This design comes from an exercise in tuning for small area on the open sky130 flow, not from production work.
The RTL was checked by simulation tests, not by an equivalence proof against the original design.

Setup of the reference run:
==> flow/design.v <==
module ALU(input [7:0] a,b,
           input [3:0] op,          
           input cin,
           output reg [7:0] result,
           output cout,
           output [7:0] bx);
  wire mov = (op==4'b1101)|(op==4'b1111);
  wire sub = (op==4'b0010)|(op==4'b0110)|(op==4'b1010)|(op==4'b1111);
  wire [7:0] ax = mov ? 8'd0 : a;
  assign bx = b ^ {8{sub}};
  wire [7:0] p = ax ^ bx;
  wire [7:0] g = ax & bx;
  wire [8:0] c;
  assign c[0] = cin;
  genvar i;
  generate
    for(i=0;i<8;i=i+1) begin : rc
      assign c[i+1] = g[i] | (p[i] & c[i]);
    end
  endgenerate
  assign cout = c[8];
  always@(*) begin
    case(op)
      4'b0000,4'b1000: result=g;
      4'b1100: result=p|g;
      4'b0001: result=p;
      default: result=p^c[7:0];
    endcase
  end
endmodule
module ARM(input clk,rst,
           output [31:0] imem_addr,
           input [31:0] imem_rdata,
           output [31:0] dmem_addr,dmem_wdata,
           output dmem_we,
           input [31:0] dmem_rdata);
  reg [1:0] ph;
  reg init;                      
  reg second, st_pend;
  reg [31:2] pc;
  reg N,Z,C,V;
  reg cy, zacc;
  reg pol;                       
  reg [31:0] line;
  reg [31:0] addr;
  wire last = (ph==2'd3);
  wire first = ~init & ~second;
  wire [31:0] ins = imem_rdata;
  wire [1:0] mode = ins[27:26];
  wire I = ins[25];
  wire [3:0] opc = ins[24:21];
  wire S = ins[20];
  wire [3:0] Rn = ins[19:16];
  wire [3:0] Rd = ins[15:12];
  wire [11:0] op12 = ins[11:0];
  wire exec;
  ConditionCheck condition_check(.condition(ins[31:28]), .SR({N,Z,C,V}),
        .condition_check_result(exec));
  reg dp_ok, dp_wb, dp_flags;
  always@(*) begin
    dp_ok=1'b1; dp_wb=1'b1; dp_flags=S;
    case(opc)
      4'b1101,4'b1111,4'b0100,4'b0101,4'b0010,4'b0110,4'b0000,4'b1100,4'b0001: ;
      4'b1010,4'b1000: begin dp_wb=1'b0; dp_flags=1'b1; end
      default: begin dp_ok=1'b0; dp_wb=1'b0; dp_flags=1'b0; end
    endcase
  end
  wire dp = (mode==2'b00) & dp_ok;
  wire ldst = (mode==2'b01) & (opc==4'b0100);
  wire ld = ldst & S;
  wire st = ldst & ~S;
  wire br = (mode==2'b10);
  wire two_round = exec & (dp | ldst);
  wire stageA = first & (dp | st);                          
  wire addr_round = (first & ld) | (second & st);           
  wire exe_round = second & dp;                              
  wire wb_round = second & ld;                               
  wire [3:0] ra = stageA ? (st ? Rd : op12[3:0]) : Rn;
  wire [7:0] rdat;
  wire [7:0] res;
  wire ld_take = wb_round & (ph==2'd0);
  wire [7:0] dslice = (ph==2'd0) ? dmem_rdata[7:0] : line[7:0];
  wire [7:0] wd = wb_round ? dslice : res;
  RegisterFile register_file(.clk(clk),
        .ph(ph), .pol(pol), .init(init),
        .we((exe_round & dp_wb) | wb_round),
        .wa(Rd),
        .wd(wd),
        .ra(ra),
        .rd(rdat));
  wire [7:0] streamA = (dp & I) ? ((ph==2'd0) ? op12[7:0] : 8'd0) : rdat;
  wire [4:0] amount = I ? {op12[11:8],1'b0} : (op12[4] ? 5'd0 : op12[11:7]);
  wire [1:0] kind = I ? 2'b11 : op12[6:5];
  wire [7:0] op2;
  Shifter shifter(.L(line), .ph(ph), .amount(amount), .kind(kind), .out(op2));
  wire [7:0] imm12 = (ph==2'd0) ? op12[7:0] :
                     (ph==2'd1) ? {{4{op12[11]}},op12[11:8]} : {8{op12[11]}};
  wire [3:0] aop = addr_round ? 4'b0100 : opc;
  wire usec = ~addr_round & ((opc==4'b0101)|(opc==4'b0110));
  wire subop = ~addr_round & ((opc==4'b0010)|(opc==4'b0110)|(opc==4'b1010));
  wire cin = (ph==2'd0) ? (usec ? C : subop) : cy;
  wire cout;
  wire [7:0] bx;
  ALU alu(.a(rdat), .b(addr_round ? imm12 : op2), .op(aop), .cin(cin),
        .result(res), .cout(cout), .bx(bx));
  wire arith = (opc==4'b0100)|(opc==4'b0101)|(opc==4'b0010)|(opc==4'b0110)|(opc==4'b1010);
  wire znow = ((ph==2'd0) | zacc) & (res==8'd0);
  always@(posedge clk) begin
    cy <= cout;
    zacc <= znow;
    line[31:24] <= stageA ? streamA : line[7:0];
    line[23:0] <= ld_take ? dmem_rdata[31:8] : line[31:8];
    addr <= {res, addr[31:8]};
  end
  wire lastrnd = ~init & (second | ~two_round);     
  wire pc_step = last & lastrnd;
  wire [29:0] boff = (br & exec) ? {{6{ins[23]}},ins[23:0]} : 30'd0;
  wire [29:0] bg = pc_step ? boff : 30'd0;
  reg c15;
  wire [30:0] pcc;
  wire [15:0] shc;
  wire [29:0] pc_next;
  genvar gi;
  generate
    for(gi=0;gi<30;gi=gi+1) begin : pc_add
      wire ci = (gi==0) ? pc_step : (gi==15) ? (pc_step & c15) : pcc[gi];
      assign pc_next[gi] = pc[gi+2] ^ bg[gi] ^ ci;
      assign pcc[gi+1] = (pc[gi+2] & bg[gi]) | (ci & (pc[gi+2] ^ bg[gi]));
    end
    for(gi=0;gi<15;gi=gi+1) begin : pc_carry
      wire ci = (gi==0) ? 1'b1 : shc[gi];
      assign shc[gi+1] = (pc[gi+2] & boff[gi]) | (ci & (pc[gi+2] | boff[gi]));
    end
  endgenerate
  always@(posedge clk)
    c15 <= shc[15];
  always@(posedge clk,posedge rst) begin
    if(rst) begin
      ph <= 2'd0;
      pol <= 1'b0;
      init <= 1'b1;
      second <= 1'b0;
      st_pend <= 1'b0;
      pc <= 30'd0;
      {N,Z,C,V} <= 4'd0;
    end
    else begin
      ph <= ph + 2'd1;
      pol <= pol ^ last;
      pc <= pc_next;
      st_pend <= last & second & st;
      if(last) begin
        init <= 1'b0;
        second <= first & two_round;
        if(exe_round & dp_flags) begin
          N <= res[7];
          Z <= znow;
          if(arith) begin
            C <= cout ^ subop;
            V <= (rdat[7]==bx[7]) & (rdat[7]!=res[7]);
          end
        end
      end
    end
  end
  assign imem_addr = {pc,2'b00};
  assign dmem_addr = {addr[31:2],2'b00};
  assign dmem_wdata = line;
  assign dmem_we = st_pend;
endmodule
module ConditionCheck(input [3:0] condition,SR,
                      output condition_check_result);
  wire n,z,c,v;
  assign {n,z,c,v}=SR;
  reg even;
  always@(*) begin
    case(condition[3:1])
      3'd0: even=z;
      3'd1: even=c;
      3'd2: even=n;
      3'd3: even=v;
      3'd4: even=c&!z;
      3'd5: even=(n==v);
      3'd6: even=!z&(n==v);
      default: even=1'b1;
    endcase
  end
  assign condition_check_result = even ^ condition[0];
endmodule
module RegisterFile(input clk,
                    input [1:0] ph,
                    input pol,
                    input init,
                    input we,
                    input [3:0] wa,
                    input [7:0] wd,
                    input [3:0] ra,
                    output [7:0] rd);
  wire [7:0] low [0:15];
  genvar i;
  generate
    for(i=0;i<15;i=i+1) begin : r
      reg [31:0] q;
      wire wen = init | (we && wa==i);
      wire [3:0] iv = i;
      wire [7:0] wdi = {wd[7:4] & {4{~init}},
                        init ? ({4{ph==2'd0}} & iv) : wd[3:0]};
      always@(posedge clk)
        q <= {wen ? (wdi ^ {8{~pol}}) : ~q[7:0], q[31:8]};
      assign low[i] = q[7:0];
    end
  endgenerate
  assign low[15] = {8{pol}};
  assign rd = low[ra] ^ {8{pol}};
endmodule
module Shifter(input [31:0] L,
               input [1:0] ph,
               input [4:0] amount,
               input [1:0] kind,           
               output [7:0] out);
  wire lsl = (kind==2'd0);
  wire [4:0] na = ~amount;
  wire [5:0] nc;
  wire [4:0] neg;                          
  assign nc[0] = 1'b1;
  genvar i;
  generate
    for(i=0;i<5;i=i+1) begin : ng
      assign neg[i] = na[i] ^ nc[i];
      assign nc[i+1] = na[i] & nc[i];
    end
  endgenerate
  wire [4:0] sr = lsl ? neg : amount;
  wire [1:0] a = sr[4:3];
  wire [1:0] a1 = a + 2'd1;
  reg [7:0] sa;
  reg [6:0] sb;
  reg sign;
  always@(*) begin
    case(a)
      2'd0: sa=L[7:0];
      2'd1: sa=L[15:8];
      2'd2: sa=L[23:16];
      default: sa=L[31:24];
    endcase
    case(a1)
      2'd0: sb=L[6:0];
      2'd1: sb=L[14:8];
      2'd2: sb=L[22:16];
      default: sb=L[30:24];
    endcase
    case(ph)                               
      2'd0: sign=L[31];
      2'd1: sign=L[23];
      2'd2: sign=L[15];
      default: sign=L[7];
    endcase
  end
  wire [2:0] u = {1'b0,ph} + {1'b0,a};
  wire filling = (kind!=2'd3) & (amount!=5'd0);
  wire va = ~filling | (lsl ? u[2] : ~u[2]);
  wire vb = ~filling | (lsl ? (u[2] | (u[1]&u[0])) : (~u[2] & ~(u[1]&u[0])));
  wire f = (kind==2'd2) & sign;
  wire [14:0] w = {vb ? sb : {7{f}}, va ? sa : {8{f}}};
  wire [14:0] ws = w >> sr[2:0];
  assign out = ws[7:0];
endmodule
==> flow/config.mk <==
export PLATFORM = sky130hd
export DESIGN_NAME = ARM
export DESIGN_NICKNAME = ARM
export VERILOG_FILES = /design/flow/design.v
export SDC_FILE = /design/flow/constraint.sdc
export NUM_CORES = 4
export LEC_CHECK = 0
export ABC_AREA = 1
export CAP_MARGIN = 5
export CORE_MARGIN = 2
export CORE_UTILIZATION = 60
export GPL_TIMING_DRIVEN = 0
export PLACE_DENSITY = 0.75
export SLEW_MARGIN = 5
==> flow/constraint.sdc <==
create_clock -name core_clock -period 12.0 [get_ports {clk}]
set_input_delay 2.4000 -clock core_clock [delete_from_list [all_inputs] [get_ports {clk}]]
set_output_delay 2.4000 -clock core_clock [all_outputs]
set_load 0.01 [all_outputs]
standard.sh (not shown) runs the stock make flow with config.mk's settings and CLKGATE_MAP_FILE= SYNTH_SCRIPT=/design/flow/synth_recipe.tcl, a recipe that flattens the netlist after the stock synthesis.
==> flow/flow/run.sh <==
#!/bin/bash
# Standard layout (the standard.sh, with its standard synthesis) with three changes:
#  - after floorplanning, OpenROAD's restructure re-maps the combinational logic for area
#    (flow/restructure.tcl); registers are not touched
#  - the input and output ports get sky130_fd_sc_hd__buf_1 port buffers
#  - clock tree: clkbuf_4 buffers, no dummy loads
set -euo pipefail
export BUFFER_PORTS_ARGS="-buffer_cell sky130_fd_sc_hd__buf_1"
export CTS_ARGS="-sink_clustering_enable -repair_clock_nets -sink_clustering_size 10 -sink_clustering_max_diameter 40 -buf_list sky130_fd_sc_hd__clkbuf_4 -dont_use_dummy_load"
bash standard.sh floorplan > standard_floorplan.log 2>&1
RES=orfs/results/$FLOW_PLATFORM/ARM/base
cp $RES/2_floorplan.odb restructure_in.odb
python3 flow/filter_lib.py $FLOW_HOME/platforms/$FLOW_PLATFORM/lib/sky130_fd_sc_hd__tt_025C_1v80.lib restructure_lib.lib 'sky130_fd_sc_hd__lpflow_*' 'sky130_fd_sc_hd__probe*' > filter_lib.log 2>&1
openroad -no_init -exit flow/restructure.tcl > restructure.log 2>&1
bash standard.sh finish > standard_finish.log 2>&1
Other scripts of this flow, unchanged in this note and not shown: flow/flow/filter_lib.py, flow/flow/restructure.tcl
The inputs of the trial run differ from those of the reference run as listed below.
diff --git a/flow/config.mk b/flow/config.mk
--- a/flow/config.mk
+++ b/flow/config.mk
@@ -9 +9 @@
-export CAP_MARGIN = 5
+export CAP_MARGIN = 0
@@ -14 +14 @@
-export SLEW_MARGIN = 5
+export SLEW_MARGIN = 0
Sort the reference run and the trial run by worst hold slack desc -> top: the reference run. Setup slack after layout on the trial run is ahead of the reference run. Fmax ended up about 1.3% higher on the trial run than on the reference run. When the trial run is measured against the reference run, its met2 track demand over resource in global routing turns out 0.40 points higher. Across both runs, number of clock-tree buffers in the layout was higher for the trial run than for the reference run. On final wirelength, the reference run tracks the trial run almost exactly.

## separate check: timing with driven ports
The flow's constraints put no driver on any port. The routed layouts listed below were extracted and timed again, unchanged, in two steps.
Step 1 sets driving cells, clkbuf_16 on the clock port and buf_2 on the other inputs (assumed; they add their load-dependent delay and slew).
Step 2 also shifts input and output timing later by t, the mid clock arrival at the registers, as if the neighbouring blocks saw the same clock.
Three values: no drivers, after step 1, after step 2; two values: the first two.
| run | shift t [ns] | slack for setup (ns) | worst slew at a driven data input, ns |
|---|---|---|---|
| the reference run | 0.733 | 0.749 / 0.746 / 0.013 | 0.08 |
| the trial run | 0.719 | 0.891 / 0.911 / 0.192 | 0.08 |
After both steps every run listed still meets setup and hold. For the reference run, which loses most, drivers alone change the setup slack by -0.003 ns; drivers and shift together by -0.736 ns.
